This is an optimization exercise on Yosys and OpenROAD, whose aim is small area, a short achievable clock period and few clock cycles, not a production implementation.
Only simulation tests tie the RTL to the original design; equivalence was not proved.
Power is estimated from default activity; no workload was simulated.

===== design.v =====
module STA(
	rst_n,
	clk,
	in_valid,
	delay,
	source,
	destination,
	out_valid,
	worst_delay,
	path
);
input				rst_n, clk, in_valid;
input		[3:0]	delay;
input		[3:0]	source;
input		[3:0]	destination;
output reg			out_valid;
output reg	[7:0]	worst_delay;
output reg	[3:0]	path;
localparam IDLE = 4'd0,
		   INPUT = 4'd1,
		   READ_QUEUE = 4'd2,
		   FIND_ZERO_IN_DEGREE = 4'd3,
		   FIND_WORST_DELAY = 4'd4,
		   FIND_LONGEST_PATH = 4'd5,
		   OUTPUT_STATE = 4'd6;
reg [3:0] c_state;
reg [3:0] n_state;
reg 	  no_indegree_is_0;
reg [3:0] node_delay [0:15];
reg [3:0] delay_ff;
reg [3:0] destination_ff;
reg [3:0] source_ff;
reg 	  connection [0:15][0:15];
reg [3:0] input_count;
reg 	  delay_input_done;
reg [3:0] in_degree [1:15];
reg       in_degree_is_0 [1:15];
reg [3:0] scan_count;
reg [3:0] topo_fifo [0:15];
reg [3:0] wrt_ptr;
reg [3:0] rd_ptr;
reg [3:0] wr_data;
reg [3:0] rd_data;
reg		  wr_en;
reg		  rd_en;
reg [7:0] node_value [0:15];
reg [3:0] longest_path [0:15];
reg       path_get;
reg [3:0] depth;
reg [7:0] out_temp;
reg [3:0] path_temp;
reg 	  worst_delay_out_done;
reg go_next_node;
reg [3:0] current_node;
reg can_write_to_fifo[2:15];
reg in_fifo[2:15];
genvar i, j;
integer k;
integer kk;
wire [255:0] conn_flat;                
wire [3:0]   rq_node  = topo_fifo[rd_ptr];
wire [3:0]   tq_node  = topo_fifo[input_count];
wire [15:0]  cur_row  = conn_flat[{current_node, 4'd0} +: 16];
wire [15:0]  rq_row   = conn_flat[{rq_node, 4'd0} +: 16];
wire [15:0]  tq_row   = conn_flat[{tq_node, 4'd0} +: 16];
wire [3:0]   tq_delay = node_delay[tq_node];
wire [7:0]   tq_value = node_value[tq_node];
wire [7:0]   tq_sum   = tq_delay + tq_value;
wire [3:0]   lp_cur   = longest_path[input_count];
wire [7:0]   lp_value = node_value[lp_cur];
reg          pred_found;
reg [3:0]    pred_node;
reg          fifo_sel_found;
reg [3:0]    fifo_sel_node;
generate
	for (i = 0; i < 16; i = i + 1) begin : conn_flat_row
		for (j = 0; j < 16; j = j + 1) begin : conn_flat_col
			assign conn_flat[16 * i + j] = connection[i][j];
		end
	end
endgenerate
always @(*) begin
	pred_found = 1'b0;
	pred_node = 4'd0;
	if (conn_flat[lp_cur] && (node_delay[0] == lp_value)) begin
		pred_found = 1'b1;
		pred_node = 4'd0;
	end
	else begin
		for (kk = 15; kk >= 2; kk = kk - 1) begin
			if (conn_flat[{kk[3:0], lp_cur}] && (node_value[kk] + node_delay[kk] == lp_value)) begin
				pred_found = 1'b1;
				pred_node = kk[3:0];
			end
		end
	end
end
always @(*) begin
	fifo_sel_found = 1'b0;
	fifo_sel_node = 4'd0;
	for (kk = 15; kk >= 2; kk = kk - 1) begin
		if (can_write_to_fifo[kk]) begin
			fifo_sel_found = 1'b1;
			fifo_sel_node = kk[3:0];
		end
	end
end
always @(posedge clk or negedge rst_n) begin
	if (!rst_n)
		c_state <= IDLE;
	else
		c_state <= n_state;
end
always @(*) begin
	case (c_state)
		IDLE : if (in_valid) 
			   		n_state = INPUT;
			   else
					n_state = IDLE;
		INPUT : if (!in_valid)
					n_state = READ_QUEUE;
				else
					n_state = INPUT;
		READ_QUEUE : n_state = FIND_ZERO_IN_DEGREE;
		FIND_ZERO_IN_DEGREE : if (wrt_ptr == 15)
								  n_state = FIND_WORST_DELAY;
							  else if (go_next_node)
							  	  n_state = READ_QUEUE;
							  else
							  	  n_state = FIND_ZERO_IN_DEGREE;
		FIND_WORST_DELAY :  if (input_count == 15)
							   n_state = FIND_LONGEST_PATH;
							else
								n_state = FIND_WORST_DELAY;
		FIND_LONGEST_PATH : if (path_get)
								n_state = OUTPUT_STATE;
							else
								n_state = FIND_LONGEST_PATH;
		OUTPUT_STATE	  : if (depth == 0)
								n_state = IDLE;
							else
								n_state = OUTPUT_STATE;
		default: n_state = IDLE;
	endcase
end
always @(posedge clk or negedge rst_n) begin
	if (!rst_n)
		delay_ff <= 'd0;
	else if (in_valid)
		delay_ff <= delay;
	else
		delay_ff <= 0;
end
always @(posedge clk or negedge rst_n) begin
	if (!rst_n)
		delay_input_done <= 1'b0;
	else if (c_state == IDLE)
		delay_input_done <= 'd0;
	else if ((c_state == INPUT) && (input_count == 15))
		delay_input_done <= 1'b1;
	else
		delay_input_done <= delay_input_done;
end
always @(posedge clk or negedge rst_n) begin
	if (!rst_n)
		destination_ff <= 'd0;
	else if (in_valid)
		destination_ff <= destination;
	else
		destination_ff <= 'd0;
end
always @(posedge clk or negedge rst_n) begin
	if (!rst_n)
		source_ff <= 'd0;
	else if (in_valid)
		source_ff <= source;
	else
		source_ff <= 'd0;
end
always @(posedge clk or negedge rst_n) begin
	if (!rst_n)
		input_count <= 0;
	else if (c_state == IDLE)
		input_count <= 0;
	else if ((c_state == INPUT) || (c_state == FIND_WORST_DELAY) || (c_state == FIND_LONGEST_PATH)) begin
		input_count <= input_count + 1;
	end
	else
		input_count <= input_count;	
end
generate
	for (i = 0; i < 16; i = i + 1) begin:input_loop
		always @(posedge clk or negedge rst_n) begin
			if (!rst_n)
				node_delay[i] <= 'd0;
			else if (c_state == IDLE)
				node_delay[i] <= 'd0;
			else if ((input_count == i) && (c_state == INPUT) && !delay_input_done)
				node_delay[i] <= delay_ff;
			else
				node_delay[i] <= node_delay[i];
		end
	end
endgenerate
generate
	for (i = 0; i < 16; i = i + 1) begin
		for (j = 0; j < 16; j = j + 1) begin
			always @(posedge clk or negedge rst_n) begin
				if (!rst_n)
					connection[i][j] <= 1'b0;
				else if (c_state == IDLE)
					connection[i][j] <= 1'b0;
				else if (c_state == INPUT) begin
					if ((source_ff == i) && (destination_ff == j))
						connection[i][j] <= 1'b1;
					else
						connection[i][j] <= connection[i][j];
				end
				else
					connection[i][j] <= connection[i][j];
			end
		end
	end
endgenerate
always @(posedge clk or negedge rst_n) begin
	if (!rst_n)
		rd_ptr <= 0;
	else if (c_state == IDLE)
		rd_ptr <= 0;
	else if (c_state == READ_QUEUE)
		rd_ptr <= rd_ptr + 1;
	else
		rd_ptr <= rd_ptr;
end
always @(posedge clk or negedge rst_n) begin
	if (!rst_n)
		current_node <= 0;
	else if (c_state == IDLE)
		current_node <= 0;
	else if (c_state ==READ_QUEUE)
		current_node <= rq_node;
	else 
		current_node <= current_node;
end
always @(posedge clk or negedge rst_n) begin
	if (!rst_n)
		go_next_node <= 0;
	else if (c_state == READ_QUEUE)
		go_next_node <= 0;
	else if (c_state == FIND_ZERO_IN_DEGREE) begin
		if (!can_write_to_fifo[2] && !can_write_to_fifo[3] && !can_write_to_fifo[4] && !can_write_to_fifo[5] && !can_write_to_fifo[6] && !can_write_to_fifo[7] && !can_write_to_fifo[8] && !can_write_to_fifo[9] && !can_write_to_fifo[10] && !can_write_to_fifo[11] && !can_write_to_fifo[12] && !can_write_to_fifo[13] && !can_write_to_fifo[14] && !can_write_to_fifo[15])
			go_next_node <= 1;
		else
			go_next_node <= 0;
	end
	else
		go_next_node <= 0;
end
generate
	for (i = 2; i < 16; i = i + 1) begin
		assign can_write_to_fifo[i] = cur_row[i] && (in_degree[i] == 0) && !in_fifo[i];
	end
endgenerate
always @(posedge clk or negedge rst_n) begin
	if (!rst_n) begin
		for (k = 0; k < 15; k = k + 1) begin
			topo_fifo[k] <= 0;
		end
		for (k = 2; k < 16; k = k + 1) begin
			in_fifo[k] <= 0;
		end
		topo_fifo[15] <= 1;
		wrt_ptr <= 1;
	end
	else if (c_state == IDLE) begin
		for (k = 0; k < 15; k = k + 1) begin
			topo_fifo[k] <= 0;
		end
		for (k = 2; k < 16; k = k + 1) begin
			in_fifo[k] <= 0;
		end
		topo_fifo[15] <= 1;
		wrt_ptr <= 1;
	end
	else if (c_state == FIND_ZERO_IN_DEGREE) begin
		if (fifo_sel_found) begin
			topo_fifo[wrt_ptr] <= fifo_sel_node;
			wrt_ptr <= wrt_ptr + 1;
			in_fifo[fifo_sel_node] <= 1;
		end
	end
end
generate
    for (i = 1; i < 16; i = i + 1) begin
		always @(posedge clk or negedge rst_n) begin
			if (!rst_n)
				in_degree[i] <= 'd0;
			else if (c_state == IDLE)
				in_degree[i] <= 'd0;
			else if ((c_state == INPUT) && (destination_ff == i))
				in_degree[i] <= in_degree[i] + 'd1;
			else if ((c_state == READ_QUEUE)) begin
				if (rq_row[i]) begin
					if (in_degree[i] == 0)
						in_degree[i] <= in_degree[i];
					else	
						in_degree[i] <= in_degree[i] - 'd1;
				end
				else
					in_degree[i] <= in_degree[i];
			end
			else
				in_degree[i] <= in_degree[i];
		end
	end
endgenerate
generate
	for (i = 0; i < 16; i = i + 1) begin
		always @(posedge clk or negedge rst_n) begin
			if (!rst_n)
				node_value[i] <= 'd0;
			else if (c_state == IDLE)
				node_value[i] <= 'd0;
			else if (c_state == FIND_WORST_DELAY) begin
				if (tq_row[i]) begin
					if (tq_sum > node_value[i])
						node_value[i] <= tq_sum;
					else
						node_value[i] <= node_value[i];
				end
			end 
			else
				node_value[i] <= node_value[i];
		end
	end
endgenerate
assign longest_path[0] = 'd1;
generate
	for (i = 2; i < 16; i = i + 1) begin
		always @(posedge clk or negedge rst_n) begin
			if (!rst_n)
				longest_path[i] <= 0;
			else if (c_state == IDLE)
				longest_path[i] <= 0;
			else if ((c_state == FIND_LONGEST_PATH) && (input_count == i - 1)) begin
				if (pred_found)
					longest_path[i] <= pred_node;
				else
					longest_path[i] <= longest_path[i];
			end
			else
				longest_path[i] <= longest_path[i];
		end
	end
endgenerate
always @(posedge clk or negedge rst_n) begin
	if (!rst_n)
		longest_path[1] <= 0;
	else if (c_state == IDLE)
		longest_path[1] <= 0;
	else if ((c_state == FIND_LONGEST_PATH) && (input_count == 0)) begin
		if (pred_found)
			longest_path[1] <= pred_node;
		else
			longest_path[1] <= longest_path[1];
	end
	else
		longest_path[1] <= longest_path[1];
end
always @(*) begin
	if ((c_state == FIND_LONGEST_PATH)) begin
		if (((input_count == 1) && (longest_path[1] == 0)) || ((input_count == 2) && (longest_path[2] == 0)) || ((input_count == 3) && (longest_path[3] == 0)) || ((input_count == 4) && (longest_path[4] == 0)) || ((input_count == 5) && (longest_path[5] == 0)) || ((input_count == 6) && (longest_path[6] == 0)) || ((input_count == 7) && (longest_path[7] == 0)) || ((input_count == 8) && (longest_path[8] == 0)) || ((input_count == 9) && (longest_path[9] == 0)) || ((input_count == 10) && (longest_path[10] == 0)) || ((input_count == 11) && (longest_path[11] == 0)) || ((input_count == 12) && (longest_path[12] == 0)) || ((input_count == 13) && (longest_path[13] == 0)) || ((input_count == 14) && (longest_path[14] == 0)) || ((input_count == 15) && (longest_path[15] == 0)))
			path_get <= 1'b1;
		else
			path_get <= 1'b0;
	end
	else
		path_get <= 1'b0;
end
always @(posedge clk or negedge rst_n) begin
	if (!rst_n)
		depth <= 'd0;
	else if (c_state == IDLE)
		depth <= 'd0;
	else if ((c_state == FIND_LONGEST_PATH) && path_get)
			depth <= input_count;
	else if (c_state == OUTPUT_STATE) begin
		if (depth == 0)
			depth <= depth;
		else
			depth <= depth - 1;
	end
	else
		depth <= depth; 
end
always @(posedge clk or negedge rst_n) begin
	if (!rst_n)
		worst_delay_out_done <= 1'b0;
	else if (c_state == IDLE)
		worst_delay_out_done <= 1'b0;
	else if (c_state == OUTPUT_STATE)
		worst_delay_out_done <= 1'b1;
	else
		worst_delay_out_done <= worst_delay_out_done;
end
always @(posedge clk or negedge rst_n) begin
	if (!rst_n)
		out_valid <= 1'b0;
	else if (c_state == IDLE)
		out_valid <= 1'b0;
	else if (c_state == OUTPUT_STATE)
		out_valid <= 1'b1;
	else 
		out_valid <= 1'b0; 
end
always @(posedge clk or negedge rst_n) begin
	if (!rst_n)
		path <= 'd0;
	else if (c_state == OUTPUT_STATE)
		path <= longest_path[depth];
	else
		path <= 'd0;
end
always @(posedge clk or negedge rst_n) begin
	if (!rst_n)
		worst_delay <= 'd0;
	else if (c_state == OUTPUT_STATE && !worst_delay_out_done)
		worst_delay <= node_value[1] + node_delay[1];
	else
		worst_delay <= 'd0;
end
endmodule

===== run.sh =====
#!/bin/bash
# synth_recipe.tcl (not shown) runs the flow's synth.tcl, then flattens the netlist and writes it again
# the make line also repeats each setting of config.mk as NAME=value (left out here)
make -C /OpenROAD-flow-scripts/flow DESIGN_CONFIG=/design/flow/config.mk WORK_HOME=/design/flow/orfs CLKGATE_MAP_FILE= SYNTH_SCRIPT=/design/flow/synth_recipe.tcl finish

===== config.mk =====
export PLATFORM = sky130hd
export DESIGN_NAME = STA
export DESIGN_NICKNAME = STA
export VERILOG_FILES = /design/flow/design.v
export SDC_FILE = /design/flow/constraint.sdc
export NUM_CORES = 4
export LEC_CHECK = 0
export CAP_MARGIN = 20
export CORE_MARGIN = 2
export CORE_UTILIZATION = 25
export SLEW_MARGIN = 20

===== constraint.sdc =====
create_clock -name core_clock -period 12.0 [get_ports {clk}]
set_input_delay 2.4000 -clock core_clock [delete_from_list [all_inputs] [get_ports {clk}]]
set_output_delay 2.4000 -clock core_clock [all_outputs]
set_load 0.01 [all_outputs]

==> out/summary.txt <==
FLOW RUN
-----------------------------------------------------------------------------------------
Max-cap viol count .........................................................            0

LOGIC SYNTHESIS
-----------------------------------------------------------------------------------------
Fraction of synthesized cell area taken by the top area cell type ..........       34.42%
Number of enable flip-flop cells after synthesis ...........................            0
Syn Inst Count .............................................................         5278
Register bit count reported by yosys .......................................          693
Post-synth top area cell ................................................... sky130_fd_sc_hd__dfrtp_1
Mean instance size in the synthesized netlist ..............................  9.517 sq um
YS warnings ................................................................           24
Total nets after synthesis .................................................         5560
Proportion of register bits with asynchronous set or reset after synthesis .       100.0%
Portion of the post-synthesis area used by sequential elements .............       34.53%
Distinct cell type count after synthesis ...................................          111
Most instantiated flip-flop cell in the synthesis netlist .................. sky130_fd_sc_hd__dfrtp_1
Combined area of all synthesized cells .....................................  50230 sq um
Top area cells in the synthesized netlist .................................. sky130_fd_sc_hd__dfrtp_1 34%, sky130_fd_sc_hd__mux4_2 6.9%, sky130_fd_sc_hd__ha_1 5.9%

GRT
-----------------------------------------------------------------------------------------
Overflow left after global routing .........................................            0
Via count of the first global-routing pass .................................        43870
Number of antenna violations at the first check in global routing ..........           11
First-pass GRT wire length .................................................    332000 um
Overall fraction of global-route tracks in use .............................       22.14%
Largest net degree at the start of global routing ..........................          162

CRITICAL PATH
-----------------------------------------------------------------------------------------
Nature of the critical path endpoint .......................................    flip-flop
Startpoint type of the worst setup path ....................................    flip-flop
Library cell contributing the largest single delay on the critical path .... sky130_fd_sc_hd__xnor2_4
Number of buffer and inverter stages on the critical path ..................            3
Crit path max-delay family ................................................. simple AND/OR/NAND/NOR gates
Worst path max stage delay .................................................       890 ps
Data required, critical path ...............................................     12590 ps
Maximum fanout encountered on the critical timing path .....................           59
Library cell appearing most often on the critical path ..................... sky130_fd_sc_hd__nand2_1
Data arrival time of the critical path .....................................      9230 ps
Critical Setup Path Class ..................................................   reg -> reg

TIMING
-----------------------------------------------------------------------------------------
Clock tree skew after final layout .........................................     39.27 ps
Number of hold violations in the final report ..............................            0
Final setup TNS ............................................................         0 ps
Number of endpoints failing setup at the final stage .......................            0
Worst-Margin Slew ..........................................................      1236 ps
Peak clock frequency supported by timing ...................................    115.7 MHz
Final Hold Slack ...........................................................     484.3 ps
Fin. max-slew vios .........................................................            0
Final clock period utilization by the worst path ...........................       72.01%
RSZ-0062 raised after global routing .......................................           no
Relative slew slack ........................................................       17.62%
Crit path time final .......................................................      8641 ps

DRT
-----------------------------------------------------------------------------------------
Vias after detailed routing ................................................        46000
Detailed Route Iter0 Violations ............................................         6682
Post-Route WL ..............................................................    232400 um
Post-detailed-route count of antenna-violating nets ........................            0
Remaining routing DRC violations ...........................................            0
Routed length per instance .................................................     29.51 um
Mean number of vias per cell ...............................................        5.839
Number of iterations in the first detailed-routing pass ....................            9

FINAL LAYOUT
-----------------------------------------------------------------------------------------
Proportion of layout cells with a drive suffix above 1 .....................       13.84%
Final #Nets ................................................................         5435
Footprint of the multi-input gates .........................................  30850 sq um
Highest-count cells in the layout ignoring fill and taps ................... 686 x sky130_fd_sc_hd__dfrtp_1, 574 x sky130_fd_sc_hd__nor2_1, 465 x sky130_fd_sc_hd__a21oi_1
Register cell area after layout ............................................  17350 sq um
Area added between synthesis and finish ....................................       12.38%
Final core utilization .....................................................       28.27%
Most common library cell in the layout ignoring fill and taps .............. sky130_fd_sc_hd__dfrtp_1
Fill count .................................................................        20920

CLOCK NETWORK
-----------------------------------------------------------------------------------------
Max Root-Sink Buffers ......................................................            3
Buffers inserted by post-CTS timing repair .................................            0
Clock insertion delay at the later pin of the skew report ..................       730 ps
Number of levels the H-tree was split into .................................            3
Number of buffers created by CTS ...........................................           83
Resized cells post-CTS .....................................................            0
Post-cts hold buffer count .................................................            0
Clock slew at reported path FFs ............................................        60 ps
Root cell of the clock tree ................................................ sky130_fd_sc_hd__clkbuf_16
TritonCTS clock tree .......................................................         done
Clock sinks ................................................................          693

PLACED DESIGN
-----------------------------------------------------------------------------------------
Final estimated routing congestion in global placement .....................        1.079
Detailed placement HPWL ....................................................    164900 um
IO Port Bufs ...............................................................           27

FLOORPLAN
-----------------------------------------------------------------------------------------
Vertical die dimension .....................................................     452.3 um
Number of ports placed on the die boundary .................................           28
Floorplan core area ........................................................ 199700 sq um
Row Count ..................................................................          164
Overall die width ..........................................................     452.3 um
Die outline area ........................................................... 204500 sq um
Starting utilization of the core area ......................................       25.16%

STATUS
-----------------------------------------------------------------------------------------
Run status ................................................................. complete, no violations

PWR
-----------------------------------------------------------------------------------------
Total power density per cell area .......................................... 90.03 nW/um^2
Total Power Consumption ....................................................   0.005082 W
Standby leakage power ......................................................     24.14 nW
VDD IR-drop max ............................................................    0.1009 mV

WORST HOLD PATH
-----------------------------------------------------------------------------------------
Worst min path class .......................................................   reg -> reg

==> path summary, 6_finish.rpt <==
kind | start | to | slack, ps | cells after the start
max | input_count[3] | node_value[1][3] | 3360 | 26
min | in_degree[3][3] | in_degree[3][3] | 480 | 1
max reg2reg | input_count[3] | node_value[1][3] | 3360 | 26
min reg2reg | in_degree[3][3] | in_degree[3][3] | 480 | 1
max in group asynchronous | rst_n | input_count[3] | 7820 | 3
min in group asynchronous | rst_n | connection[9] | 1810 | 1
==> layer usage <==
| metal | routed length, um | GRT usage (%) | vias up |
|---|---|---|---|
| met2 | 98010 | 32.66 | 2874 |
| li1 | - | - | 19260 |
| met5 | 93 | 0 | - |
| met4 | 15020 | 11.95 | 14 |
| met1 | 94050 | 29.43 | 23120 |
| met3 | 25260 | 5.784 | 725 |
==> cell type report <==
| type | count | share of cell area [%] |
|---|---|---|
| diodes | 3 | 0.01330 |
| clock buffers | 121 | 4.293 |
| clock inverters | 29 | 0.6139 |
| inverters | 194 | 1.290 |
| multi-input cells | 4009 | 54.65 |
| flip-flops and latches | 693 | 30.74 |
| well taps | 2656 | 5.887 |
| repair buffers | 172 | 2.518 |
==> stage by stage <==
stage / cell area [sq um] / cells / setup WS [ps]
CTS: 56430 / 7873 / 3464
floorplan: 50230 / 5278 / 5168
finish: 56450 / 7877 / 3359
global placement: 53630 / 7721 / 3454
detailed placement: 53660 / 7723 / 3498
global route: 56440 / 7874 / 2947
==> cells by family after synthesis <==
logic type	share of synthesized area (%)
muxes	16.35
DFF	34.53
buffers and inverters	4.882
xor gates and xnor gates	3.104
AOI/OAI and AO/OA	19.45
and+or+nand+nor	14.58
adders and majority gates	7.099
==> power breakdown <==
group,internal (W),switching (W),total [W]
Clock,0.00152,0.00114,0.00265
Combinational,0.0000109,0.0000674,0.0000783
Sequential,0.00234,0.0000110,0.00235
Total,0.00387,0.00122,0.00508
==> synthesized netlist by cell type (all sizes together), types with 24 or more instances <==
| library cell | n |
|---|---|
| a22oi | 98 |
| mux2i | 283 |
| nand2b | 43 |
| a22o | 49 |
| xor2 | 44 |
| inv | 192 |
| a21oi | 468 |
| nor4 | 30 |
| mux2 | 170 |
| nand3 | 158 |
| fa | 30 |
| and2 | 40 |
| a31oi | 52 |
| nand2 | 378 |
| o21ai | 157 |
| a221oi | 54 |
| nor3 | 59 |
| ha | 237 |
| buf | 127 |
| nor2 | 586 |
| o22ai | 25 |
| a21o | 73 |
| dfrtp | 691 |
| or4 | 24 |
| and3 | 49 |
| a311oi | 46 |
| mux4 | 154 |
| a211oi | 99 |
| nand4 | 49 |
| xnor2 | 134 |
| clkbuf | 255 |
| nor2b | 100 |
==> sequential cells by signal, summed over array words and instances, names as in the netlist, 3 cells and up <==
| name | cells |
|---|---|
| c_state | 3 |
| in_fifo | 14 |
| rd_ptr | 4 |
| topo_fifo | 64 |
| node_delay | 64 |
| delay_ff | 4 |
| node_value | 128 |
| connection | 256 |
| wrt_ptr | 4 |
| path | 4 |
| worst_delay | 8 |
| in_degree | 56 |
| destination_ff | 4 |
| input_count | 4 |
| source_ff | 4 |
| longest_path | 60 |
| current_node | 4 |
| depth | 4 |
Testbench counts, summed over its fixed seeds: cycles 145,312.

## re-timing with driven ports
Ports are ideal in the flow. The routed layout listed here was re-timed in OpenROAD. Step 1: set_driving_cell puts a clkbuf_16 on clk and a buf_2 on each other input, an assumption about the parent block. Step 2 times the ports against the registers' clock, not the clock port: input delays grow and output delays shrink by t, the midpoint of the rising clock arrivals with the driver on. a / b / c = ideal ports / drivers / drivers and shift; a / b = the first two.
t, ns: 0.799
setup slack, ns: 3.359 / 3.359 / 3.359
latest minus earliest clock arrival (ns): 0.040 / 0.040
After both steps this run still meets setup and hold. For this run, drivers alone change the setup slack by 0.000 ns; drivers and shift together by 0.000 ns.
